Source: an optimization exercise on an open RTL-to-GDS flow (aim: small area). Production flows keep margins and buffers that such runs may drop.
The RTL was checked by simulation tests, not by an equivalence proof against the original design.

==> flow/design.v <==
module sine_generator (
    input  wire        clk,
    input  wire        rst_n,
    input  wire        enable,
    input  wire [31:0] freq_increment,
    input  wire [15:0] modulation_index,
    input  wire [15:0] cu,
    output wire        cmp1,
    output wire        cmp2
);
    reg [31:0] phase_acc;
    always @(posedge clk or negedge rst_n) begin
        if (!rst_n)
            phase_acc <= 32'd0;
        else if (enable)
            phase_acc <= phase_acc + freq_increment;
        else
            phase_acc <= 32'd0;
    end
    wire [7:0] p = phase_acc[31:24];
    wire       s = p[7];
    wire [6:0] idx = p[6] ? (7'd64 - {1'b0, p[5:0]}) : {1'b0, p[5:0]};
    reg [23:0] dg;
    always @(*) begin
        case (idx)
            7'd0: dg = 24'h000000;
            7'd1: dg = 24'h221004;
            7'd2: dg = 24'h280112;
            7'd3: dg = 24'h180027;
            7'd4: dg = 24'h442308;
            7'd5: dg = 24'h400f00;
            7'd6: dg = 24'h601902;
            7'd7: dg = 24'h610814;
            7'd8: dg = 24'h500422;
            7'd9: dg = 24'h042340;
            7'd10: dg = 24'h051042;
            7'd11: dg = 24'h020154;
            7'd12: dg = 24'h300146;
            7'd13: dg = 24'h020065;
            7'd14: dg = 24'h807205;
            7'd15: dg = 24'h846010;
            7'd16: dg = 24'h904300;
            7'd17: dg = 24'ha04a05;
            7'd18: dg = 24'h815c22;
            7'd19: dg = 24'h944228;
            7'd20: dg = 24'h8e2001;
            7'd21: dg = 24'h861001;
            7'd22: dg = 24'h850a10;
            7'd23: dg = 24'ha0040b;
            7'd24: dg = 24'h801224;
            7'd25: dg = 24'h820d30;
            7'd26: dg = 24'hc82100;
            7'd27: dg = 24'hc01900;
            7'd28: dg = 24'hda0500;
            7'd29: dg = 24'he4100b;
            7'd30: dg = 24'he20410;
            7'd31: dg = 24'hc80021;
            7'd32: dg = 24'hc10038;
            7'd33: dg = 24'h922d40;
            7'd34: dg = 24'h861841;
            7'd35: dg = 24'h900740;
            7'd36: dg = 24'ha11440;
            7'd37: dg = 24'hb00946;
            7'd38: dg = 24'h841a61;
            7'd39: dg = 24'h83006c;
            7'd40: dg = 24'h800678;
            7'd41: dg = 24'h026184;
            7'd42: dg = 24'h016892;
            7'd43: dg = 24'h085285;
            7'd44: dg = 24'h114884;
            7'd45: dg = 24'h0e4090;
            7'd46: dg = 24'h234c80;
            7'd47: dg = 24'h324180;
            7'd48: dg = 24'h284090;
            7'd49: dg = 24'h0057a8;
            7'd50: dg = 24'h0241a8;
            7'd51: dg = 24'h1140aa;
            7'd52: dg = 24'h0042b8;
            7'd53: dg = 24'h083284;
            7'd54: dg = 24'h012086;
            7'd55: dg = 24'h102885;
            7'd56: dg = 24'h11208a;
            7'd57: dg = 24'h002294;
            7'd58: dg = 24'h00229c;
            7'd59: dg = 24'h001082;
            7'd60: dg = 24'h091084;
            7'd61: dg = 24'h02108d;
            7'd62: dg = 24'h040982;
            7'd63: dg = 24'h030480;
            7'd64: dg = 24'h000180;
            default: dg = 24'h000000;
        endcase
    end
    wire [7:0] dg_p1 = dg[23:16];
    wire [7:0] dg_n1 = dg[15:8];
    wire [7:0] dg_p2 = dg[7:0];
    wire [15:0] m = modulation_index;
    wire [15:0] nc = ~(cu ^ {16{s}});
    wire pp0_0 = (dg_p1[0] & m[0]) | (dg_n1[0] & ~m[0]);
    wire pp0_1 = (dg_p1[0] & m[1]) | (dg_n1[0] & ~m[1]) | (dg_p2[0] & m[0]);
    wire pp0_2 = (dg_p1[0] & m[2]) | (dg_n1[0] & ~m[2]) | (dg_p2[0] & m[1]);
    wire pp0_3 = (dg_p1[0] & m[3]) | (dg_n1[0] & ~m[3]) | (dg_p2[0] & m[2]);
    wire pp0_4 = (dg_p1[0] & m[4]) | (dg_n1[0] & ~m[4]) | (dg_p2[0] & m[3]);
    wire pp0_5 = (dg_p1[0] & m[5]) | (dg_n1[0] & ~m[5]) | (dg_p2[0] & m[4]);
    wire pp0_6 = (dg_p1[0] & m[6]) | (dg_n1[0] & ~m[6]) | (dg_p2[0] & m[5]);
    wire pp0_7 = (dg_p1[0] & m[7]) | (dg_n1[0] & ~m[7]) | (dg_p2[0] & m[6]);
    wire pp0_8 = (dg_p1[0] & m[8]) | (dg_n1[0] & ~m[8]) | (dg_p2[0] & m[7]);
    wire pp0_9 = (dg_p1[0] & m[9]) | (dg_n1[0] & ~m[9]) | (dg_p2[0] & m[8]);
    wire pp0_10 = (dg_p1[0] & m[10]) | (dg_n1[0] & ~m[10]) | (dg_p2[0] & m[9]);
    wire pp0_11 = (dg_p1[0] & m[11]) | (dg_n1[0] & ~m[11]) | (dg_p2[0] & m[10]);
    wire pp0_12 = (dg_p1[0] & m[12]) | (dg_n1[0] & ~m[12]) | (dg_p2[0] & m[11]);
    wire pp0_13 = (dg_p1[0] & m[13]) | (dg_n1[0] & ~m[13]) | (dg_p2[0] & m[12]);
    wire pp0_14 = (dg_p1[0] & m[14]) | (dg_n1[0] & ~m[14]) | (dg_p2[0] & m[13]);
    wire pp0_15 = (dg_p1[0] & m[15]) | (dg_n1[0] & ~m[15]) | (dg_p2[0] & m[14]);
    wire pp0_16 = (dg_p1[0] & m[15]) | (dg_n1[0] & ~m[15]) | (dg_p2[0] & m[15]);
    wire pp1_0 = (dg_p1[1] & m[0]) | (dg_n1[1] & ~m[0]);
    wire pp1_1 = (dg_p1[1] & m[1]) | (dg_n1[1] & ~m[1]) | (dg_p2[1] & m[0]);
    wire pp1_2 = (dg_p1[1] & m[2]) | (dg_n1[1] & ~m[2]) | (dg_p2[1] & m[1]);
    wire pp1_3 = (dg_p1[1] & m[3]) | (dg_n1[1] & ~m[3]) | (dg_p2[1] & m[2]);
    wire pp1_4 = (dg_p1[1] & m[4]) | (dg_n1[1] & ~m[4]) | (dg_p2[1] & m[3]);
    wire pp1_5 = (dg_p1[1] & m[5]) | (dg_n1[1] & ~m[5]) | (dg_p2[1] & m[4]);
    wire pp1_6 = (dg_p1[1] & m[6]) | (dg_n1[1] & ~m[6]) | (dg_p2[1] & m[5]);
    wire pp1_7 = (dg_p1[1] & m[7]) | (dg_n1[1] & ~m[7]) | (dg_p2[1] & m[6]);
    wire pp1_8 = (dg_p1[1] & m[8]) | (dg_n1[1] & ~m[8]) | (dg_p2[1] & m[7]);
    wire pp1_9 = (dg_p1[1] & m[9]) | (dg_n1[1] & ~m[9]) | (dg_p2[1] & m[8]);
    wire pp1_10 = (dg_p1[1] & m[10]) | (dg_n1[1] & ~m[10]) | (dg_p2[1] & m[9]);
    wire pp1_11 = (dg_p1[1] & m[11]) | (dg_n1[1] & ~m[11]) | (dg_p2[1] & m[10]);
    wire pp1_12 = (dg_p1[1] & m[12]) | (dg_n1[1] & ~m[12]) | (dg_p2[1] & m[11]);
    wire pp1_13 = (dg_p1[1] & m[13]) | (dg_n1[1] & ~m[13]) | (dg_p2[1] & m[12]);
    wire pp1_14 = (dg_p1[1] & m[14]) | (dg_n1[1] & ~m[14]) | (dg_p2[1] & m[13]);
    wire pp1_15 = (dg_p1[1] & m[15]) | (dg_n1[1] & ~m[15]) | (dg_p2[1] & m[14]);
    wire pp1_16 = (dg_p1[1] & m[15]) | (dg_n1[1] & ~m[15]) | (dg_p2[1] & m[15]);
    wire pp2_0 = (dg_p1[2] & m[0]) | (dg_n1[2] & ~m[0]);
    wire pp2_1 = (dg_p1[2] & m[1]) | (dg_n1[2] & ~m[1]) | (dg_p2[2] & m[0]);
    wire pp2_2 = (dg_p1[2] & m[2]) | (dg_n1[2] & ~m[2]) | (dg_p2[2] & m[1]);
    wire pp2_3 = (dg_p1[2] & m[3]) | (dg_n1[2] & ~m[3]) | (dg_p2[2] & m[2]);
    wire pp2_4 = (dg_p1[2] & m[4]) | (dg_n1[2] & ~m[4]) | (dg_p2[2] & m[3]);
    wire pp2_5 = (dg_p1[2] & m[5]) | (dg_n1[2] & ~m[5]) | (dg_p2[2] & m[4]);
    wire pp2_6 = (dg_p1[2] & m[6]) | (dg_n1[2] & ~m[6]) | (dg_p2[2] & m[5]);
    wire pp2_7 = (dg_p1[2] & m[7]) | (dg_n1[2] & ~m[7]) | (dg_p2[2] & m[6]);
    wire pp2_8 = (dg_p1[2] & m[8]) | (dg_n1[2] & ~m[8]) | (dg_p2[2] & m[7]);
    wire pp2_9 = (dg_p1[2] & m[9]) | (dg_n1[2] & ~m[9]) | (dg_p2[2] & m[8]);
    wire pp2_10 = (dg_p1[2] & m[10]) | (dg_n1[2] & ~m[10]) | (dg_p2[2] & m[9]);
    wire pp2_11 = (dg_p1[2] & m[11]) | (dg_n1[2] & ~m[11]) | (dg_p2[2] & m[10]);
    wire pp2_12 = (dg_p1[2] & m[12]) | (dg_n1[2] & ~m[12]) | (dg_p2[2] & m[11]);
    wire pp2_13 = (dg_p1[2] & m[13]) | (dg_n1[2] & ~m[13]) | (dg_p2[2] & m[12]);
    wire pp2_14 = (dg_p1[2] & m[14]) | (dg_n1[2] & ~m[14]) | (dg_p2[2] & m[13]);
    wire pp2_15 = (dg_p1[2] & m[15]) | (dg_n1[2] & ~m[15]) | (dg_p2[2] & m[14]);
    wire pp2_16 = (dg_p1[2] & m[15]) | (dg_n1[2] & ~m[15]) | (dg_p2[2] & m[15]);
    wire pp3_0 = (dg_p1[3] & m[0]) | (dg_n1[3] & ~m[0]);
    wire pp3_1 = (dg_p1[3] & m[1]) | (dg_n1[3] & ~m[1]) | (dg_p2[3] & m[0]);
    wire pp3_2 = (dg_p1[3] & m[2]) | (dg_n1[3] & ~m[2]) | (dg_p2[3] & m[1]);
    wire pp3_3 = (dg_p1[3] & m[3]) | (dg_n1[3] & ~m[3]) | (dg_p2[3] & m[2]);
    wire pp3_4 = (dg_p1[3] & m[4]) | (dg_n1[3] & ~m[4]) | (dg_p2[3] & m[3]);
    wire pp3_5 = (dg_p1[3] & m[5]) | (dg_n1[3] & ~m[5]) | (dg_p2[3] & m[4]);
    wire pp3_6 = (dg_p1[3] & m[6]) | (dg_n1[3] & ~m[6]) | (dg_p2[3] & m[5]);
    wire pp3_7 = (dg_p1[3] & m[7]) | (dg_n1[3] & ~m[7]) | (dg_p2[3] & m[6]);
    wire pp3_8 = (dg_p1[3] & m[8]) | (dg_n1[3] & ~m[8]) | (dg_p2[3] & m[7]);
    wire pp3_9 = (dg_p1[3] & m[9]) | (dg_n1[3] & ~m[9]) | (dg_p2[3] & m[8]);
    wire pp3_10 = (dg_p1[3] & m[10]) | (dg_n1[3] & ~m[10]) | (dg_p2[3] & m[9]);
    wire pp3_11 = (dg_p1[3] & m[11]) | (dg_n1[3] & ~m[11]) | (dg_p2[3] & m[10]);
    wire pp3_12 = (dg_p1[3] & m[12]) | (dg_n1[3] & ~m[12]) | (dg_p2[3] & m[11]);
    wire pp3_13 = (dg_p1[3] & m[13]) | (dg_n1[3] & ~m[13]) | (dg_p2[3] & m[12]);
    wire pp3_14 = (dg_p1[3] & m[14]) | (dg_n1[3] & ~m[14]) | (dg_p2[3] & m[13]);
    wire pp3_15 = (dg_p1[3] & m[15]) | (dg_n1[3] & ~m[15]) | (dg_p2[3] & m[14]);
    wire pp3_16 = (dg_p1[3] & m[15]) | (dg_n1[3] & ~m[15]) | (dg_p2[3] & m[15]);
    wire pp4_0 = (dg_p1[4] & m[0]) | (dg_n1[4] & ~m[0]);
    wire pp4_1 = (dg_p1[4] & m[1]) | (dg_n1[4] & ~m[1]) | (dg_p2[4] & m[0]);
    wire pp4_2 = (dg_p1[4] & m[2]) | (dg_n1[4] & ~m[2]) | (dg_p2[4] & m[1]);
    wire pp4_3 = (dg_p1[4] & m[3]) | (dg_n1[4] & ~m[3]) | (dg_p2[4] & m[2]);
    wire pp4_4 = (dg_p1[4] & m[4]) | (dg_n1[4] & ~m[4]) | (dg_p2[4] & m[3]);
    wire pp4_5 = (dg_p1[4] & m[5]) | (dg_n1[4] & ~m[5]) | (dg_p2[4] & m[4]);
    wire pp4_6 = (dg_p1[4] & m[6]) | (dg_n1[4] & ~m[6]) | (dg_p2[4] & m[5]);
    wire pp4_7 = (dg_p1[4] & m[7]) | (dg_n1[4] & ~m[7]) | (dg_p2[4] & m[6]);
    wire pp4_8 = (dg_p1[4] & m[8]) | (dg_n1[4] & ~m[8]) | (dg_p2[4] & m[7]);
    wire pp4_9 = (dg_p1[4] & m[9]) | (dg_n1[4] & ~m[9]) | (dg_p2[4] & m[8]);
    wire pp4_10 = (dg_p1[4] & m[10]) | (dg_n1[4] & ~m[10]) | (dg_p2[4] & m[9]);
    wire pp4_11 = (dg_p1[4] & m[11]) | (dg_n1[4] & ~m[11]) | (dg_p2[4] & m[10]);
    wire pp4_12 = (dg_p1[4] & m[12]) | (dg_n1[4] & ~m[12]) | (dg_p2[4] & m[11]);
    wire pp4_13 = (dg_p1[4] & m[13]) | (dg_n1[4] & ~m[13]) | (dg_p2[4] & m[12]);
    wire pp4_14 = (dg_p1[4] & m[14]) | (dg_n1[4] & ~m[14]) | (dg_p2[4] & m[13]);
    wire pp4_15 = (dg_p1[4] & m[15]) | (dg_n1[4] & ~m[15]) | (dg_p2[4] & m[14]);
    wire pp4_16 = (dg_p1[4] & m[15]) | (dg_n1[4] & ~m[15]) | (dg_p2[4] & m[15]);
    wire pp5_0 = (dg_p1[5] & m[0]) | (dg_n1[5] & ~m[0]);
    wire pp5_1 = (dg_p1[5] & m[1]) | (dg_n1[5] & ~m[1]) | (dg_p2[5] & m[0]);
    wire pp5_2 = (dg_p1[5] & m[2]) | (dg_n1[5] & ~m[2]) | (dg_p2[5] & m[1]);
    wire pp5_3 = (dg_p1[5] & m[3]) | (dg_n1[5] & ~m[3]) | (dg_p2[5] & m[2]);
    wire pp5_4 = (dg_p1[5] & m[4]) | (dg_n1[5] & ~m[4]) | (dg_p2[5] & m[3]);
    wire pp5_5 = (dg_p1[5] & m[5]) | (dg_n1[5] & ~m[5]) | (dg_p2[5] & m[4]);
    wire pp5_6 = (dg_p1[5] & m[6]) | (dg_n1[5] & ~m[6]) | (dg_p2[5] & m[5]);
    wire pp5_7 = (dg_p1[5] & m[7]) | (dg_n1[5] & ~m[7]) | (dg_p2[5] & m[6]);
    wire pp5_8 = (dg_p1[5] & m[8]) | (dg_n1[5] & ~m[8]) | (dg_p2[5] & m[7]);
    wire pp5_9 = (dg_p1[5] & m[9]) | (dg_n1[5] & ~m[9]) | (dg_p2[5] & m[8]);
    wire pp5_10 = (dg_p1[5] & m[10]) | (dg_n1[5] & ~m[10]) | (dg_p2[5] & m[9]);
    wire pp5_11 = (dg_p1[5] & m[11]) | (dg_n1[5] & ~m[11]) | (dg_p2[5] & m[10]);
    wire pp5_12 = (dg_p1[5] & m[12]) | (dg_n1[5] & ~m[12]) | (dg_p2[5] & m[11]);
    wire pp5_13 = (dg_p1[5] & m[13]) | (dg_n1[5] & ~m[13]) | (dg_p2[5] & m[12]);
    wire pp5_14 = (dg_p1[5] & m[14]) | (dg_n1[5] & ~m[14]) | (dg_p2[5] & m[13]);
    wire pp5_15 = (dg_p1[5] & m[15]) | (dg_n1[5] & ~m[15]) | (dg_p2[5] & m[14]);
    wire pp5_16 = (dg_p1[5] & m[15]) | (dg_n1[5] & ~m[15]) | (dg_p2[5] & m[15]);
    wire pp6_0 = (dg_p1[6] & m[0]) | (dg_n1[6] & ~m[0]);
    wire pp6_1 = (dg_p1[6] & m[1]) | (dg_n1[6] & ~m[1]) | (dg_p2[6] & m[0]);
    wire pp6_2 = (dg_p1[6] & m[2]) | (dg_n1[6] & ~m[2]) | (dg_p2[6] & m[1]);
    wire pp6_3 = (dg_p1[6] & m[3]) | (dg_n1[6] & ~m[3]) | (dg_p2[6] & m[2]);
    wire pp6_4 = (dg_p1[6] & m[4]) | (dg_n1[6] & ~m[4]) | (dg_p2[6] & m[3]);
    wire pp6_5 = (dg_p1[6] & m[5]) | (dg_n1[6] & ~m[5]) | (dg_p2[6] & m[4]);
    wire pp6_6 = (dg_p1[6] & m[6]) | (dg_n1[6] & ~m[6]) | (dg_p2[6] & m[5]);
    wire pp6_7 = (dg_p1[6] & m[7]) | (dg_n1[6] & ~m[7]) | (dg_p2[6] & m[6]);
    wire pp6_8 = (dg_p1[6] & m[8]) | (dg_n1[6] & ~m[8]) | (dg_p2[6] & m[7]);
    wire pp6_9 = (dg_p1[6] & m[9]) | (dg_n1[6] & ~m[9]) | (dg_p2[6] & m[8]);
    wire pp6_10 = (dg_p1[6] & m[10]) | (dg_n1[6] & ~m[10]) | (dg_p2[6] & m[9]);
    wire pp6_11 = (dg_p1[6] & m[11]) | (dg_n1[6] & ~m[11]) | (dg_p2[6] & m[10]);
    wire pp6_12 = (dg_p1[6] & m[12]) | (dg_n1[6] & ~m[12]) | (dg_p2[6] & m[11]);
    wire pp6_13 = (dg_p1[6] & m[13]) | (dg_n1[6] & ~m[13]) | (dg_p2[6] & m[12]);
    wire pp6_14 = (dg_p1[6] & m[14]) | (dg_n1[6] & ~m[14]) | (dg_p2[6] & m[13]);
    wire pp6_15 = (dg_p1[6] & m[15]) | (dg_n1[6] & ~m[15]) | (dg_p2[6] & m[14]);
    wire pp6_16 = (dg_p1[6] & m[15]) | (dg_n1[6] & ~m[15]) | (dg_p2[6] & m[15]);
    wire pp7_0 = (dg_p1[7] & m[0]) | (dg_n1[7] & ~m[0]);
    wire pp7_1 = (dg_p1[7] & m[1]) | (dg_n1[7] & ~m[1]) | (dg_p2[7] & m[0]);
    wire pp7_2 = (dg_p1[7] & m[2]) | (dg_n1[7] & ~m[2]) | (dg_p2[7] & m[1]);
    wire pp7_3 = (dg_p1[7] & m[3]) | (dg_n1[7] & ~m[3]) | (dg_p2[7] & m[2]);
    wire pp7_4 = (dg_p1[7] & m[4]) | (dg_n1[7] & ~m[4]) | (dg_p2[7] & m[3]);
    wire pp7_5 = (dg_p1[7] & m[5]) | (dg_n1[7] & ~m[5]) | (dg_p2[7] & m[4]);
    wire pp7_6 = (dg_p1[7] & m[6]) | (dg_n1[7] & ~m[6]) | (dg_p2[7] & m[5]);
    wire pp7_7 = (dg_p1[7] & m[7]) | (dg_n1[7] & ~m[7]) | (dg_p2[7] & m[6]);
    wire pp7_8 = (dg_p1[7] & m[8]) | (dg_n1[7] & ~m[8]) | (dg_p2[7] & m[7]);
    wire pp7_9 = (dg_p1[7] & m[9]) | (dg_n1[7] & ~m[9]) | (dg_p2[7] & m[8]);
    wire pp7_10 = (dg_p1[7] & m[10]) | (dg_n1[7] & ~m[10]) | (dg_p2[7] & m[9]);
    wire pp7_11 = (dg_p1[7] & m[11]) | (dg_n1[7] & ~m[11]) | (dg_p2[7] & m[10]);
    wire pp7_12 = (dg_p1[7] & m[12]) | (dg_n1[7] & ~m[12]) | (dg_p2[7] & m[11]);
    wire pp7_13 = (dg_p1[7] & m[13]) | (dg_n1[7] & ~m[13]) | (dg_p2[7] & m[12]);
    wire pp7_14 = (dg_p1[7] & m[14]) | (dg_n1[7] & ~m[14]) | (dg_p2[7] & m[13]);
    wire pp7_15 = (dg_p1[7] & m[15]) | (dg_n1[7] & ~m[15]) | (dg_p2[7] & m[14]);
    wire pp7_16 = (dg_p1[7] & m[15]) | (dg_n1[7] & ~m[15]) | (dg_p2[7] & m[15]);
    wire hs1 = pp0_14 ^ pp1_12;
    wire hc2 = pp0_14 & pp1_12;
    wire hs3 = pp0_15 ^ pp1_13;
    wire hc4 = pp0_15 & pp1_13;
    wire fs5 = ~pp0_16 ^ pp1_14 ^ pp2_12;
    wire fc6 = (~pp0_16 & pp1_14) | (~pp0_16 & pp2_12) | (pp1_14 & pp2_12);
    wire hs7 = pp1_15 ^ pp2_13;
    wire hc8 = pp1_15 & pp2_13;
    wire hs9 = pp0_8 ^ pp1_6;
    wire hc10 = pp0_8 & pp1_6;
    wire hs11 = pp0_9 ^ pp1_7;
    wire hc12 = pp0_9 & pp1_7;
    wire fs13 = pp0_10 ^ pp1_8 ^ pp2_6;
    wire fc14 = (pp0_10 & pp1_8) | (pp0_10 & pp2_6) | (pp1_8 & pp2_6);
    wire hs15 = pp3_4 ^ pp4_2;
    wire hc16 = pp3_4 & pp4_2;
    wire fs17 = pp0_11 ^ pp1_9 ^ pp2_7;
    wire fc18 = (pp0_11 & pp1_9) | (pp0_11 & pp2_7) | (pp1_9 & pp2_7);
    wire hs19 = pp3_5 ^ pp4_3;
    wire hc20 = pp3_5 & pp4_3;
    wire fs21 = pp0_12 ^ pp1_10 ^ pp2_8;
    wire fc22 = (pp0_12 & pp1_10) | (pp0_12 & pp2_8) | (pp1_10 & pp2_8);
    wire fs23 = pp3_6 ^ pp4_4 ^ pp5_2;
    wire fc24 = (pp3_6 & pp4_4) | (pp3_6 & pp5_2) | (pp4_4 & pp5_2);
    wire hs25 = pp6_0 ^ dg_n1[6];
    wire hc26 = pp6_0 & dg_n1[6];
    wire fs27 = pp0_13 ^ pp1_11 ^ pp2_9;
    wire fc28 = (pp0_13 & pp1_11) | (pp0_13 & pp2_9) | (pp1_11 & pp2_9);
    wire fs29 = pp3_7 ^ pp4_5 ^ pp5_3;
    wire fc30 = (pp3_7 & pp4_5) | (pp3_7 & pp5_3) | (pp4_5 & pp5_3);
    wire hs31 = pp6_1 ^ s;
    wire hc32 = pp6_1 & s;
    wire fs33 = hs1 ^ pp2_10 ^ pp3_8;
    wire fc34 = (hs1 & pp2_10) | (hs1 & pp3_8) | (pp2_10 & pp3_8);
    wire fs35 = pp4_6 ^ pp5_4 ^ pp6_2;
    wire fc36 = (pp4_6 & pp5_4) | (pp4_6 & pp6_2) | (pp5_4 & pp6_2);
    wire fs37 = pp7_0 ^ dg_n1[7] ^ s;
    wire fc38 = (pp7_0 & dg_n1[7]) | (pp7_0 & s) | (dg_n1[7] & s);
    wire fs39 = hc2 ^ hs3 ^ pp2_11;
    wire fc40 = (hc2 & hs3) | (hc2 & pp2_11) | (hs3 & pp2_11);
    wire fs41 = pp3_9 ^ pp4_7 ^ pp5_5;
    wire fc42 = (pp3_9 & pp4_7) | (pp3_9 & pp5_5) | (pp4_7 & pp5_5);
    wire fs43 = pp6_3 ^ pp7_1 ^ nc[0];
    wire fc44 = (pp6_3 & pp7_1) | (pp6_3 & nc[0]) | (pp7_1 & nc[0]);
    wire fs45 = hc4 ^ fs5 ^ pp3_10;
    wire fc46 = (hc4 & fs5) | (hc4 & pp3_10) | (fs5 & pp3_10);
    wire fs47 = pp4_8 ^ pp5_6 ^ pp6_4;
    wire fc48 = (pp4_8 & pp5_6) | (pp4_8 & pp6_4) | (pp5_6 & pp6_4);
    wire fs49 = pp7_2 ^ nc[1] ^ 1'b1;
    wire fc50 = (pp7_2 & nc[1]) | (pp7_2 & 1'b1) | (nc[1] & 1'b1);
    wire fs51 = fc6 ^ hs7 ^ pp3_11;
    wire fc52 = (fc6 & hs7) | (fc6 & pp3_11) | (hs7 & pp3_11);
    wire fs53 = pp4_9 ^ pp5_7 ^ pp6_5;
    wire fc54 = (pp4_9 & pp5_7) | (pp4_9 & pp6_5) | (pp5_7 & pp6_5);
    wire fs55 = pp7_3 ^ nc[2] ^ 1'b1;
    wire fc56 = (pp7_3 & nc[2]) | (pp7_3 & 1'b1) | (nc[2] & 1'b1);
    wire fs57 = hc8 ^ ~pp1_16 ^ pp2_14;
    wire fc58 = (hc8 & ~pp1_16) | (hc8 & pp2_14) | (~pp1_16 & pp2_14);
    wire fs59 = pp3_12 ^ pp4_10 ^ pp5_8;
    wire fc60 = (pp3_12 & pp4_10) | (pp3_12 & pp5_8) | (pp4_10 & pp5_8);
    wire fs61 = pp6_6 ^ pp7_4 ^ nc[3];
    wire fc62 = (pp6_6 & pp7_4) | (pp6_6 & nc[3]) | (pp7_4 & nc[3]);
    wire fs63 = pp2_15 ^ pp3_13 ^ pp4_11;
    wire fc64 = (pp2_15 & pp3_13) | (pp2_15 & pp4_11) | (pp3_13 & pp4_11);
    wire fs65 = pp5_9 ^ pp6_7 ^ pp7_5;
    wire fc66 = (pp5_9 & pp6_7) | (pp5_9 & pp7_5) | (pp6_7 & pp7_5);
    wire hs67 = nc[4] ^ 1'b1;
    wire hc68 = nc[4] & 1'b1;
    wire fs69 = ~pp2_16 ^ pp3_14 ^ pp4_12;
    wire fc70 = (~pp2_16 & pp3_14) | (~pp2_16 & pp4_12) | (pp3_14 & pp4_12);
    wire fs71 = pp5_10 ^ pp6_8 ^ pp7_6;
    wire fc72 = (pp5_10 & pp6_8) | (pp5_10 & pp7_6) | (pp6_8 & pp7_6);
    wire fs73 = pp3_15 ^ pp4_13 ^ pp5_11;
    wire fc74 = (pp3_15 & pp4_13) | (pp3_15 & pp5_11) | (pp4_13 & pp5_11);
    wire hs75 = pp6_9 ^ pp7_7;
    wire hc76 = pp6_9 & pp7_7;
    wire fs77 = ~pp3_16 ^ pp4_14 ^ pp5_12;
    wire fc78 = (~pp3_16 & pp4_14) | (~pp3_16 & pp5_12) | (pp4_14 & pp5_12);
    wire hs79 = pp4_15 ^ pp5_13;
    wire hc80 = pp4_15 & pp5_13;
    wire hs81 = pp0_4 ^ pp1_2;
    wire hc82 = pp0_4 & pp1_2;
    wire hs83 = pp0_5 ^ pp1_3;
    wire hc84 = pp0_5 & pp1_3;
    wire fs85 = pp0_6 ^ pp1_4 ^ pp2_2;
    wire fc86 = (pp0_6 & pp1_4) | (pp0_6 & pp2_2) | (pp1_4 & pp2_2);
    wire hs87 = pp3_0 ^ dg_n1[3];
    wire hc88 = pp3_0 & dg_n1[3];
    wire fs89 = pp0_7 ^ pp1_5 ^ pp2_3;
    wire fc90 = (pp0_7 & pp1_5) | (pp0_7 & pp2_3) | (pp1_5 & pp2_3);
    wire hs91 = pp3_1 ^ s;
    wire hc92 = pp3_1 & s;
    wire fs93 = hs9 ^ pp2_4 ^ pp3_2;
    wire fc94 = (hs9 & pp2_4) | (hs9 & pp3_2) | (pp2_4 & pp3_2);
    wire fs95 = pp4_0 ^ dg_n1[4] ^ s;
    wire fc96 = (pp4_0 & dg_n1[4]) | (pp4_0 & s) | (dg_n1[4] & s);
    wire fs97 = hc10 ^ hs11 ^ pp2_5;
    wire fc98 = (hc10 & hs11) | (hc10 & pp2_5) | (hs11 & pp2_5);
    wire fs99 = pp3_3 ^ pp4_1 ^ s;
    wire fc100 = (pp3_3 & pp4_1) | (pp3_3 & s) | (pp4_1 & s);
    wire fs101 = hc12 ^ fs13 ^ hs15;
    wire fc102 = (hc12 & fs13) | (hc12 & hs15) | (fs13 & hs15);
    wire fs103 = pp5_0 ^ dg_n1[5] ^ s;
    wire fc104 = (pp5_0 & dg_n1[5]) | (pp5_0 & s) | (dg_n1[5] & s);
    wire fs105 = fc14 ^ hc16 ^ fs17;
    wire fc106 = (fc14 & hc16) | (fc14 & fs17) | (hc16 & fs17);
    wire fs107 = hs19 ^ pp5_1 ^ s;
    wire fc108 = (hs19 & pp5_1) | (hs19 & s) | (pp5_1 & s);
    wire fs109 = fc18 ^ hc20 ^ fs21;
    wire fc110 = (fc18 & hc20) | (fc18 & fs21) | (hc20 & fs21);
    wire fs111 = fs23 ^ hs25 ^ s;
    wire fc112 = (fs23 & hs25) | (fs23 & s) | (hs25 & s);
    wire fs113 = fc22 ^ fc24 ^ hc26;
    wire fc114 = (fc22 & fc24) | (fc22 & hc26) | (fc24 & hc26);
    wire fs115 = fs27 ^ fs29 ^ hs31;
    wire fc116 = (fs27 & fs29) | (fs27 & hs31) | (fs29 & hs31);
    wire fs117 = fc28 ^ fc30 ^ hc32;
    wire fc118 = (fc28 & fc30) | (fc28 & hc32) | (fc30 & hc32);
    wire fs119 = fs33 ^ fs35 ^ fs37;
    wire fc120 = (fs33 & fs35) | (fs33 & fs37) | (fs35 & fs37);
    wire fs121 = fc34 ^ fc36 ^ fc38;
    wire fc122 = (fc34 & fc36) | (fc34 & fc38) | (fc36 & fc38);
    wire fs123 = fs39 ^ fs41 ^ fs43;
    wire fc124 = (fs39 & fs41) | (fs39 & fs43) | (fs41 & fs43);
    wire fs125 = fc40 ^ fc42 ^ fc44;
    wire fc126 = (fc40 & fc42) | (fc40 & fc44) | (fc42 & fc44);
    wire fs127 = fs45 ^ fs47 ^ fs49;
    wire fc128 = (fs45 & fs47) | (fs45 & fs49) | (fs47 & fs49);
    wire fs129 = fc46 ^ fc48 ^ fc50;
    wire fc130 = (fc46 & fc48) | (fc46 & fc50) | (fc48 & fc50);
    wire fs131 = fs51 ^ fs53 ^ fs55;
    wire fc132 = (fs51 & fs53) | (fs51 & fs55) | (fs53 & fs55);
    wire fs133 = fc52 ^ fc54 ^ fc56;
    wire fc134 = (fc52 & fc54) | (fc52 & fc56) | (fc54 & fc56);
    wire fs135 = fs57 ^ fs59 ^ fs61;
    wire fc136 = (fs57 & fs59) | (fs57 & fs61) | (fs59 & fs61);
    wire fs137 = fc58 ^ fc60 ^ fc62;
    wire fc138 = (fc58 & fc60) | (fc58 & fc62) | (fc60 & fc62);
    wire fs139 = fs63 ^ fs65 ^ hs67;
    wire fc140 = (fs63 & fs65) | (fs63 & hs67) | (fs65 & hs67);
    wire fs141 = fc64 ^ fc66 ^ hc68;
    wire fc142 = (fc64 & fc66) | (fc64 & hc68) | (fc66 & hc68);
    wire fs143 = fs69 ^ fs71 ^ nc[5];
    wire fc144 = (fs69 & fs71) | (fs69 & nc[5]) | (fs71 & nc[5]);
    wire fs145 = fc70 ^ fc72 ^ fs73;
    wire fc146 = (fc70 & fc72) | (fc70 & fs73) | (fc72 & fs73);
    wire fs147 = hs75 ^ nc[6] ^ 1'b1;
    wire fc148 = (hs75 & nc[6]) | (hs75 & 1'b1) | (nc[6] & 1'b1);
    wire fs149 = fc74 ^ hc76 ^ fs77;
    wire fc150 = (fc74 & hc76) | (fc74 & fs77) | (hc76 & fs77);
    wire fs151 = pp6_10 ^ pp7_8 ^ nc[7];
    wire fc152 = (pp6_10 & pp7_8) | (pp6_10 & nc[7]) | (pp7_8 & nc[7]);
    wire fs153 = fc78 ^ hs79 ^ pp6_11;
    wire fc154 = (fc78 & hs79) | (fc78 & pp6_11) | (hs79 & pp6_11);
    wire fs155 = pp7_9 ^ nc[8] ^ 1'b1;
    wire fc156 = (pp7_9 & nc[8]) | (pp7_9 & 1'b1) | (nc[8] & 1'b1);
    wire fs157 = hc80 ^ ~pp4_16 ^ pp5_14;
    wire fc158 = (hc80 & ~pp4_16) | (hc80 & pp5_14) | (~pp4_16 & pp5_14);
    wire fs159 = pp6_12 ^ pp7_10 ^ nc[9];
    wire fc160 = (pp6_12 & pp7_10) | (pp6_12 & nc[9]) | (pp7_10 & nc[9]);
    wire fs161 = pp5_15 ^ pp6_13 ^ pp7_11;
    wire fc162 = (pp5_15 & pp6_13) | (pp5_15 & pp7_11) | (pp6_13 & pp7_11);
    wire hs163 = nc[10] ^ 1'b1;
    wire hc164 = nc[10] & 1'b1;
    wire fs165 = ~pp5_16 ^ pp6_14 ^ pp7_12;
    wire fc166 = (~pp5_16 & pp6_14) | (~pp5_16 & pp7_12) | (pp6_14 & pp7_12);
    wire hs167 = pp6_15 ^ pp7_13;
    wire hc168 = pp6_15 & pp7_13;
    wire hs169 = pp0_2 ^ pp1_0;
    wire hc170 = pp0_2 & pp1_0;
    wire hs171 = pp0_3 ^ pp1_1;
    wire hc172 = pp0_3 & pp1_1;
    wire fs173 = hs81 ^ pp2_0 ^ dg_n1[2];
    wire fc174 = (hs81 & pp2_0) | (hs81 & dg_n1[2]) | (pp2_0 & dg_n1[2]);
    wire fs175 = hc82 ^ hs83 ^ pp2_1;
    wire fc176 = (hc82 & hs83) | (hc82 & pp2_1) | (hs83 & pp2_1);
    wire fs177 = hc84 ^ fs85 ^ hs87;
    wire fc178 = (hc84 & fs85) | (hc84 & hs87) | (fs85 & hs87);
    wire fs179 = fc86 ^ hc88 ^ fs89;
    wire fc180 = (fc86 & hc88) | (fc86 & fs89) | (hc88 & fs89);
    wire fs181 = fc90 ^ hc92 ^ fs93;
    wire fc182 = (fc90 & hc92) | (fc90 & fs93) | (hc92 & fs93);
    wire fs183 = fc94 ^ fc96 ^ fs97;
    wire fc184 = (fc94 & fc96) | (fc94 & fs97) | (fc96 & fs97);
    wire fs185 = fc98 ^ fc100 ^ fs101;
    wire fc186 = (fc98 & fc100) | (fc98 & fs101) | (fc100 & fs101);
    wire fs187 = fc102 ^ fc104 ^ fs105;
    wire fc188 = (fc102 & fc104) | (fc102 & fs105) | (fc104 & fs105);
    wire fs189 = fc106 ^ fc108 ^ fs109;
    wire fc190 = (fc106 & fc108) | (fc106 & fs109) | (fc108 & fs109);
    wire fs191 = fc110 ^ fc112 ^ fs113;
    wire fc192 = (fc110 & fc112) | (fc110 & fs113) | (fc112 & fs113);
    wire fs193 = fc114 ^ fc116 ^ fs117;
    wire fc194 = (fc114 & fc116) | (fc114 & fs117) | (fc116 & fs117);
    wire fs195 = fc118 ^ fc120 ^ fs121;
    wire fc196 = (fc118 & fc120) | (fc118 & fs121) | (fc120 & fs121);
    wire fs197 = fc122 ^ fc124 ^ fs125;
    wire fc198 = (fc122 & fc124) | (fc122 & fs125) | (fc124 & fs125);
    wire fs199 = fc126 ^ fc128 ^ fs129;
    wire fc200 = (fc126 & fc128) | (fc126 & fs129) | (fc128 & fs129);
    wire fs201 = fc130 ^ fc132 ^ fs133;
    wire fc202 = (fc130 & fc132) | (fc130 & fs133) | (fc132 & fs133);
    wire fs203 = fc134 ^ fc136 ^ fs137;
    wire fc204 = (fc134 & fc136) | (fc134 & fs137) | (fc136 & fs137);
    wire fs205 = fc138 ^ fc140 ^ fs141;
    wire fc206 = (fc138 & fc140) | (fc138 & fs141) | (fc140 & fs141);
    wire fs207 = fc142 ^ fc144 ^ fs145;
    wire fc208 = (fc142 & fc144) | (fc142 & fs145) | (fc144 & fs145);
    wire fs209 = fc146 ^ fc148 ^ fs149;
    wire fc210 = (fc146 & fc148) | (fc146 & fs149) | (fc148 & fs149);
    wire fs211 = fc150 ^ fc152 ^ fs153;
    wire fc212 = (fc150 & fc152) | (fc150 & fs153) | (fc152 & fs153);
    wire fs213 = fc154 ^ fc156 ^ fs157;
    wire fc214 = (fc154 & fc156) | (fc154 & fs157) | (fc156 & fs157);
    wire fs215 = fc158 ^ fc160 ^ fs161;
    wire fc216 = (fc158 & fc160) | (fc158 & fs161) | (fc160 & fs161);
    wire fs217 = fc162 ^ hc164 ^ fs165;
    wire fc218 = (fc162 & hc164) | (fc162 & fs165) | (hc164 & fs165);
    wire fs219 = fc166 ^ hs167 ^ nc[12];
    wire fc220 = (fc166 & hs167) | (fc166 & nc[12]) | (hs167 & nc[12]);
    wire fs221 = hc168 ^ ~pp6_16 ^ pp7_14;
    wire fc222 = (hc168 & ~pp6_16) | (hc168 & pp7_14) | (~pp6_16 & pp7_14);
    wire hs223 = pp7_15 ^ nc[14];
    wire hc224 = pp7_15 & nc[14];
    wire hs225 = pp0_0 ^ dg_n1[0];
    wire hc226 = pp0_0 & dg_n1[0];
    wire hs227 = pp0_1 ^ s;
    wire hc228 = pp0_1 & s;
    wire fs229 = hs169 ^ dg_n1[1] ^ s;
    wire fc230 = (hs169 & dg_n1[1]) | (hs169 & s) | (dg_n1[1] & s);
    wire fs231 = hc170 ^ hs171 ^ s;
    wire fc232 = (hc170 & hs171) | (hc170 & s) | (hs171 & s);
    wire fs233 = hc172 ^ fs173 ^ s;
    wire fc234 = (hc172 & fs173) | (hc172 & s) | (fs173 & s);
    wire fs235 = fc174 ^ fs175 ^ s;
    wire fc236 = (fc174 & fs175) | (fc174 & s) | (fs175 & s);
    wire fs237 = fc176 ^ fs177 ^ s;
    wire fc238 = (fc176 & fs177) | (fc176 & s) | (fs177 & s);
    wire fs239 = fc178 ^ fs179 ^ hs91;
    wire fc240 = (fc178 & fs179) | (fc178 & hs91) | (fs179 & hs91);
    wire fs241 = fc180 ^ fs181 ^ fs95;
    wire fc242 = (fc180 & fs181) | (fc180 & fs95) | (fs181 & fs95);
    wire fs243 = fc182 ^ fs183 ^ fs99;
    wire fc244 = (fc182 & fs183) | (fc182 & fs99) | (fs183 & fs99);
    wire fs245 = fc184 ^ fs185 ^ fs103;
    wire fc246 = (fc184 & fs185) | (fc184 & fs103) | (fs185 & fs103);
    wire fs247 = fc186 ^ fs187 ^ fs107;
    wire fc248 = (fc186 & fs187) | (fc186 & fs107) | (fs187 & fs107);
    wire fs249 = fc188 ^ fs189 ^ fs111;
    wire fc250 = (fc188 & fs189) | (fc188 & fs111) | (fs189 & fs111);
    wire fs251 = fc190 ^ fs191 ^ fs115;
    wire fc252 = (fc190 & fs191) | (fc190 & fs115) | (fs191 & fs115);
    wire fs253 = fc192 ^ fs193 ^ fs119;
    wire fc254 = (fc192 & fs193) | (fc192 & fs119) | (fs193 & fs119);
    wire fs255 = fc194 ^ fs195 ^ fs123;
    wire fc256 = (fc194 & fs195) | (fc194 & fs123) | (fs195 & fs123);
    wire fs257 = fc196 ^ fs197 ^ fs127;
    wire fc258 = (fc196 & fs197) | (fc196 & fs127) | (fs197 & fs127);
    wire fs259 = fc198 ^ fs199 ^ fs131;
    wire fc260 = (fc198 & fs199) | (fc198 & fs131) | (fs199 & fs131);
    wire fs261 = fc200 ^ fs201 ^ fs135;
    wire fc262 = (fc200 & fs201) | (fc200 & fs135) | (fs201 & fs135);
    wire fs263 = fc202 ^ fs203 ^ fs139;
    wire fc264 = (fc202 & fs203) | (fc202 & fs139) | (fs203 & fs139);
    wire fs265 = fc204 ^ fs205 ^ fs143;
    wire fc266 = (fc204 & fs205) | (fc204 & fs143) | (fs205 & fs143);
    wire fs267 = fc206 ^ fs207 ^ fs147;
    wire fc268 = (fc206 & fs207) | (fc206 & fs147) | (fs207 & fs147);
    wire fs269 = fc208 ^ fs209 ^ fs151;
    wire fc270 = (fc208 & fs209) | (fc208 & fs151) | (fs209 & fs151);
    wire fs271 = fc210 ^ fs211 ^ fs155;
    wire fc272 = (fc210 & fs211) | (fc210 & fs155) | (fs211 & fs155);
    wire fs273 = fc212 ^ fs213 ^ fs159;
    wire fc274 = (fc212 & fs213) | (fc212 & fs159) | (fs213 & fs159);
    wire fs275 = fc214 ^ fs215 ^ hs163;
    wire fc276 = (fc214 & fs215) | (fc214 & hs163) | (fs215 & hs163);
    wire fs277 = fc216 ^ fs217 ^ nc[11];
    wire fc278 = (fc216 & fs217) | (fc216 & nc[11]) | (fs217 & nc[11]);
    wire fs279 = fc218 ^ fs219 ^ 1'b1;
    wire fc280 = (fc218 & fs219) | (fc218 & 1'b1) | (fs219 & 1'b1);
    wire fs281 = fc220 ^ fs221 ^ nc[13];
    wire fc282 = (fc220 & fs221) | (fc220 & nc[13]) | (fs221 & nc[13]);
    wire fs283 = fc222 ^ hs223 ^ 1'b1;
    wire fc284 = (fc222 & hs223) | (fc222 & 1'b1) | (hs223 & 1'b1);
    wire fs285 = hc224 ^ ~pp7_16 ^ 1'b1;
    wire fc286 = (hc224 & ~pp7_16) | (hc224 & 1'b1) | (~pp7_16 & 1'b1);
    wire [31:0] ra = {fc286, fc284, fc282, fc280, fc278, fc276, fc274, fc272, fc270, fc268, fc266, fc264, fc262, fc260, fc258, fc256, fc254, fc252, fc250, fc248, fc246, fc244, fc242, fc240, fc238, fc236, fc234, fc232, fc230, hc228, hc226, hs225};
    wire [31:0] rb = {1'b0, fs285, fs283, fs281, fs279, fs277, fs275, fs273, fs271, fs269, fs267, fs265, fs263, fs261, fs259, fs257, fs255, fs253, fs251, fs249, fs247, fs245, fs243, fs241, fs239, fs237, fs235, fs233, fs231, fs229, hs227, s};
    wire [30:0] low = {1'b0, ra[29:0]} + {1'b0, rb[29:0]};
    wire        k30 = low[30];
    wire        e2 = ~nc[15];
    wire        e1 = nc[15];
    wire [1:0]  t2 = ra[30] + rb[30] + e2 + k30;
    wire [1:0]  t1 = ra[30] + rb[30] + e1 + k30;
    wire        d31_2 = ra[31] ^ rb[31] ^ t2[1];
    wire        d31_1 = ra[31] ^ rb[31] ^ t1[1];
    assign cmp2 = ~(s ^ d31_2);
    assign cmp1 = ~(s ^ d31_1);
endmodule
module carrier_generator (
    input  wire        clk,
    input  wire        rst_n,
    input  wire        enable,
    input  wire [15:0] freq_div,
    output wire [15:0] cu,
    output reg         sync_pulse
);
    reg [15:0] counter;
    reg        counter_dir;
    reg        prev_dir;
    wire wrap = (freq_div != 16'd0) && (counter >= freq_div - 16'd1);
    always @(posedge clk or negedge rst_n) begin
        if (!rst_n) begin
            counter     <= 16'd0;
            counter_dir <= 1'b0;
            prev_dir    <= 1'b0;
            sync_pulse  <= 1'b0;
        end else if (enable) begin
            if (wrap) begin
                counter     <= 16'd0;
                counter_dir <= ~counter_dir;
            end else begin
                counter     <= counter + 16'd1;
            end
            prev_dir   <= counter_dir;
            sync_pulse <= ~prev_dir & counter_dir;
        end else begin
            counter     <= 16'd0;
            counter_dir <= 1'b0;
            sync_pulse  <= 1'b0;
        end
    end
    assign cu = counter_dir ? {counter[15], ~counter[14:0]} : counter;
endmodule
module pwm_comparator #(
    parameter RESET_CMP = 1'b0
)(
    input  wire       clk,
    input  wire       rst_n,
    input  wire       enable,
    input  wire       cmp_next,
    input  wire [7:0] deadtime,
    output wire       pwm_high,
    output wire       pwm_low
);
    reg       cmp;
    reg       pwm_raw;
    reg       pwm_raw_prev;
    reg [7:0] deadtime_counter;
    reg       out_en;
    always @(posedge clk or negedge rst_n) begin
        if (!rst_n) begin
            cmp              <= RESET_CMP;
            pwm_raw          <= 1'b0;
            pwm_raw_prev     <= 1'b0;
            deadtime_counter <= 8'd0;
            out_en           <= 1'b0;
        end else if (enable) begin
            cmp          <= cmp_next;
            pwm_raw      <= cmp;
            pwm_raw_prev <= pwm_raw;
            if (pwm_raw != pwm_raw_prev) begin
                deadtime_counter <= deadtime;
                out_en           <= 1'b0;
            end else if (deadtime_counter != 8'd0) begin
                deadtime_counter <= deadtime_counter - 8'd1;
                out_en           <= 1'b0;
            end else begin
                out_en           <= 1'b1;
            end
        end else begin
            cmp              <= RESET_CMP;
            pwm_raw          <= 1'b0;
            pwm_raw_prev     <= 1'b0;
            deadtime_counter <= 8'd0;
            out_en           <= 1'b0;
        end
    end
    assign pwm_high = out_en & pwm_raw_prev;
    assign pwm_low  = out_en & ~pwm_raw_prev;
endmodule
module inverter_5level_top #(
    parameter DATA_WIDTH = 16,
    parameter PHASE_WIDTH = 32,
    parameter DEADTIME_WIDTH = 8,
    parameter CARRIER_DIV_WIDTH = 16
)(
    input  wire                         clk,
    input  wire                         rst_n,
    input  wire                         enable,
    input  wire [PHASE_WIDTH-1:0]       freq_50hz,
    input  wire [DATA_WIDTH-1:0]        modulation_index,
    input  wire [DEADTIME_WIDTH-1:0]    deadtime_cycles,
    input  wire [CARRIER_DIV_WIDTH-1:0] carrier_freq_div,
    output wire                         pwm1_ch1_high,
    output wire                         pwm1_ch1_low,
    output wire                         pwm1_ch2_high,
    output wire                         pwm1_ch2_low,
    output wire                         pwm2_ch1_high,
    output wire                         pwm2_ch1_low,
    output wire                         pwm2_ch2_high,
    output wire                         pwm2_ch2_low,
    output wire                         sync_pulse,
    output wire                         fault
);
    wire [15:0] cu;
    wire        cmp1, cmp2;
    carrier_generator carrier_gen (
        .clk        (clk),
        .rst_n      (rst_n),
        .enable     (enable),
        .freq_div   (carrier_freq_div),
        .cu         (cu),
        .sync_pulse (sync_pulse)
    );
    sine_generator sine_gen (
        .clk              (clk),
        .rst_n            (rst_n),
        .enable           (enable),
        .freq_increment   (freq_50hz),
        .modulation_index (modulation_index),
        .cu               (cu),
        .cmp1             (cmp1),
        .cmp2             (cmp2)
    );
    wire h1, l1, h2, l2;
    pwm_comparator #(.RESET_CMP(1'b1)) pwm1 (
        .clk (clk), .rst_n (rst_n), .enable (enable),
        .cmp_next (cmp1), .deadtime (deadtime_cycles),
        .pwm_high (h1), .pwm_low (l1)
    );
    pwm_comparator #(.RESET_CMP(1'b0)) pwm2 (
        .clk (clk), .rst_n (rst_n), .enable (enable),
        .cmp_next (cmp2), .deadtime (deadtime_cycles),
        .pwm_high (h2), .pwm_low (l2)
    );
    assign pwm1_ch1_high = h1;
    assign pwm1_ch1_low  = l1;
    assign pwm1_ch2_high = h1;
    assign pwm1_ch2_low  = l1;
    assign pwm2_ch1_high = h2;
    assign pwm2_ch1_low  = l2;
    assign pwm2_ch2_high = h2;
    assign pwm2_ch2_low  = l2;
    assign fault = 1'b0;
endmodule
==> flow/run.sh <==
#!/bin/bash
# synth_recipe.tcl (not shown) runs the flow's synth.tcl, then flattens the netlist and writes it again
# the make line also repeats each setting of config.mk as NAME=value (left out here)
make -C /OpenROAD-flow-scripts/flow DESIGN_CONFIG=/design/flow/config.mk WORK_HOME=/design/flow/orfs CLKGATE_MAP_FILE= SYNTH_SCRIPT=/design/flow/synth_recipe.tcl finish
==> flow/config.mk <==
export PLATFORM = sky130hd
export DESIGN_NAME = inverter_5level_top
export DESIGN_NICKNAME = inverter_5level_top
export VERILOG_FILES = /design/flow/design.v
export SDC_FILE = /design/flow/constraint.sdc
export NUM_CORES = 4
export LEC_CHECK = 0
export CAP_MARGIN = 20
export CORE_MARGIN = 2
export CORE_UTILIZATION = 40
export SLEW_MARGIN = 20
==> flow/constraint.sdc <==
create_clock -name core_clock -period 10.0 [get_ports {clk}]
set_input_delay 2.0000 -clock core_clock [delete_from_list [all_inputs] [get_ports {clk}]]
set_output_delay 2.0000 -clock core_clock [all_outputs]
set_load 0.01 [all_outputs]
==> summary.txt <==
## synth_stat cells, drive strengths merged (29+ instances only)
library cell and instances:
buf 31, xor2 37, a221o 53, fa 113, xnor2 58, a22oi 29, nand3 31, ha 119
a21oi 67, a221oi 37, inv 174, o21ai 100, dfrtp 74, nand2 112, nor2 202, clkbuf 71
## per-layer routing
| layer | routed length, um | vias up |
|---|---|---|
| met5 | 0 | - |
| met4 | 827 | 0 |
| met3 | 2060 | 56 |
| met2 | 16600 | 383 |
| met1 | 16700 | 5546 |
| li1 | - | 5563 |
## per-stage QoR
step                std cells  setup WS, ps  util, %  hold WS, ps
floorplan                1571          2020        -          402
global placement         1996          1350     44.6          416
detailed placement       1996          1100     44.6          414
CTS                      2012          1120     45.5          428
global route             2013           520     45.6          443
finish                   2013          1190     45.6          434
## sequential cells by signal (all words and copies together) (netlist names)
name / cells
sine_gen.phase_acc: 32
carrier_gen.counter: 16
pwm2.cmp: 1
pwm1.pwm_raw_prev: 1
pwm2.pwm_raw: 1
carrier_gen.sync_pulse: 1
pwm1.out_en: 1
pwm2.deadtime_counter: 8
pwm1.cmp: 1
carrier_gen.counter_dir: 1
carrier_gen.prev_dir: 1
pwm1.deadtime_counter: 8
pwm1.pwm_raw: 1
pwm2.out_en: 1
pwm2.pwm_raw_prev: 1
## cells by family (layout without fill, tap and decap cells)
family	after synthesis	count (layout)	synth area share (%)
AOI/OAI and AO/OA	432	432	24.1
buffers and inverters	277	317	8.58
xor gates and xnor gates	95	95	6.63
other	1	1	0.0293
and+or+nand+nor	454	454	16.2
muxes	5	5	0.401
DFF	75	75	14.7
adders and majority gates	232	232	29.3
## final cells by class
class                           count  area [um^2]
Fill cell                        3158        17100
Multi-Input combinational cell   1219         9860
Sequential cell                    75         1880
Timing Repair Buffer              126         1170
Inverter                          175          657
Tap cell                          402          503
Clock buffer                        9          225
Clock inverter                      7         73.8
## final timing paths
check,startpoint,endpoint,slack [ps]
setup / recovery,sine_gen.phase_acc[24],pwm2.cmp,1190
hold / removal,carrier_gen.prev_dir,carrier_gen.sync_pulse,430
setup reg to reg,sine_gen.phase_acc[24],pwm2.cmp,1190
hold reg to reg,carrier_gen.prev_dir,carrier_gen.sync_pulse,430
max in group asynchronous,rst_n,pwm1.cmp,7830
min in group asynchronous,rst_n,carrier_gen.counter[1],1550
==> key figures <==
Timing
  – Fin crit period: just under 9000 ps
  – Setup tns final: 0 ps
  – Worst-Margin Slew: 986 ps
  – Final Hold Fails: 0
  – Setup violations, final: 0
  – RSZ-0062 raised after global routing: no
  – Final Cycle Share: 88.1%
  – Final Max Slew Viols: 0
  – Maximum clock rate: 114 MHz
  – Clock Skew: 8.88 ps
  – Slew margin rel.: 34.1%

Placed design
  – Area after DPL: 14000 um^2
  – Placed wire-length estimate: around 28000 um
  – RD Place Congestion: 0.897
  – PortBufs: 83

Setup path
  – Worst setup SP type: flop
  – Cell mode on critical path: inv_1
  – Critical Path RT: around 10000 ps
  – Worst stage delay on the critical path: 520 ps
  – CP Depth: 35
  – Endpoint class of the critical path: flop
  – CP Max Fanout: 16
  – Worst setup path category: flop to flop
  – Critical-path top delay cell: fa_1
  – Reg2Reg Depth: 35
  – Worst Path Buf+Inv: 8
  – Crit path DAT: between 9000 and 10000 ps
  – Family with the most delay on the worst path: adder cells

Synth
  – Sequential fraction of the synthesis area: 14.7%
  – Synth top area share: 17.7%
  – Yosys cell types: 74
  – Synthesis-stage register bit count: 75
  – Post-synthesis cell area: 12800 um^2
  – Ys flop type: dfrtp_1
  – Synth warn: 4
  – Avg Inst Size Synth: between 8 and 9 um^2
  – Post-synth EDFFs: 0
  – Post-synth ARST share: 100%
  – Syn_nets: roughly 1900
  – Syn Inst Count: 1571
  – Largest cells by area after synthesis: fa_1, dfrtp_1, ha_1
  – Area leader, netlist: fa_1

Detailed routing
  – Final antenna-violating net count: 0
  – Drt pass-1 iters: 7
  – Initial DRC count: 900
  – Drt drc: 0
  – Vias: 11500
  – Routed vias/inst: 5.74
  – DR WL/cell: between 15 and 20 um
  – Routed WL: about 36000 um

Clocking
  – Worst-Skew Late Latency: 340 ps
  – CTS sink count: 75
  – Clock buffer depth: 2
  – Hold_buf cts: 0
  – Clock Tree Root: clkbuf_16
  – Post_cts resized: 0
  – H-tree depth: 3
  – Clk slew on worst S/H paths: roughly 70 ps
  – CTS tree: yes
  – Total CTS buffers: 9
  – Post-CTS Setup Bufs: 0

Global routing
  – Largest net degree at the start of global routing: 76
  – Met1 usage: 32.7%
  – Initial antenna violation count: 0
  – GR Util All Layers: 22.5%
  – GR Util met3: 1.81%
  – First-pass GRT wire length: 60600 um
  – Gr ovfl total: 0
  – Number of global-route vias before repair: 11300
  – GRT busiest layer: met2
  – GRT met2 Usage: 36.1%

Status
  – Status: no timing/DRC/antenna violations

Die
  – Die height: 183 um
  – FP Rows: 65
  – Die ar.: 33400 um^2
  – Core area: 31500 um^2
  – I/O Pins: 85
  – Starting density of the core: 40.6%
  – Die Width: 183 um

Cells and area
  – Area Growth Syn to Fin: 12.4%
  – Layout cell share with drive strength beyond 1: 5.90%
  – Leading cell type in the layout, fill and taps excluded: nor2_1
  – Fin nets: 1913
  – Diodes inserted: 0
  – Final non-filler cell area: 14400 um^2
  – Most frequent cells in the layout: nor2_1, inv_1, ha_1

Worst hold path
  – Hold Path Class: flop to flop
  – Hold Crit Depth: 1

Run
  – Max_cap viols: 0

-- what the ideal ports hide --
How much do the figures lean on ideal ports? The routed layout below was timed once more, with nothing changed but the port constraints. Step 1 assumes that a clkbuf_16 drives the clock port and a buf_2 every other input. Step 2 adds t to the input delays and takes it off the output delays; t is the mean of the earliest and latest rising clock arrival at the registers after step 1. Input paths then give back, and output paths get back, about the clock's delay inside the block. a / b / c = ideal / step 1 / step 2; a / b = the first two.
t (ns): 0.378
setup slack, ns: 1.194 / 1.194 / 1.194
hold slack, ns: 0.434 / 0.434 / 0.434
worst setup path after step 2: register to register
pins driven straight from the clock port: 1
After both steps this run still meets setup and hold. The setup slack of this run moves by 0.000 ns with the drivers and by 0.000 ns with both steps.
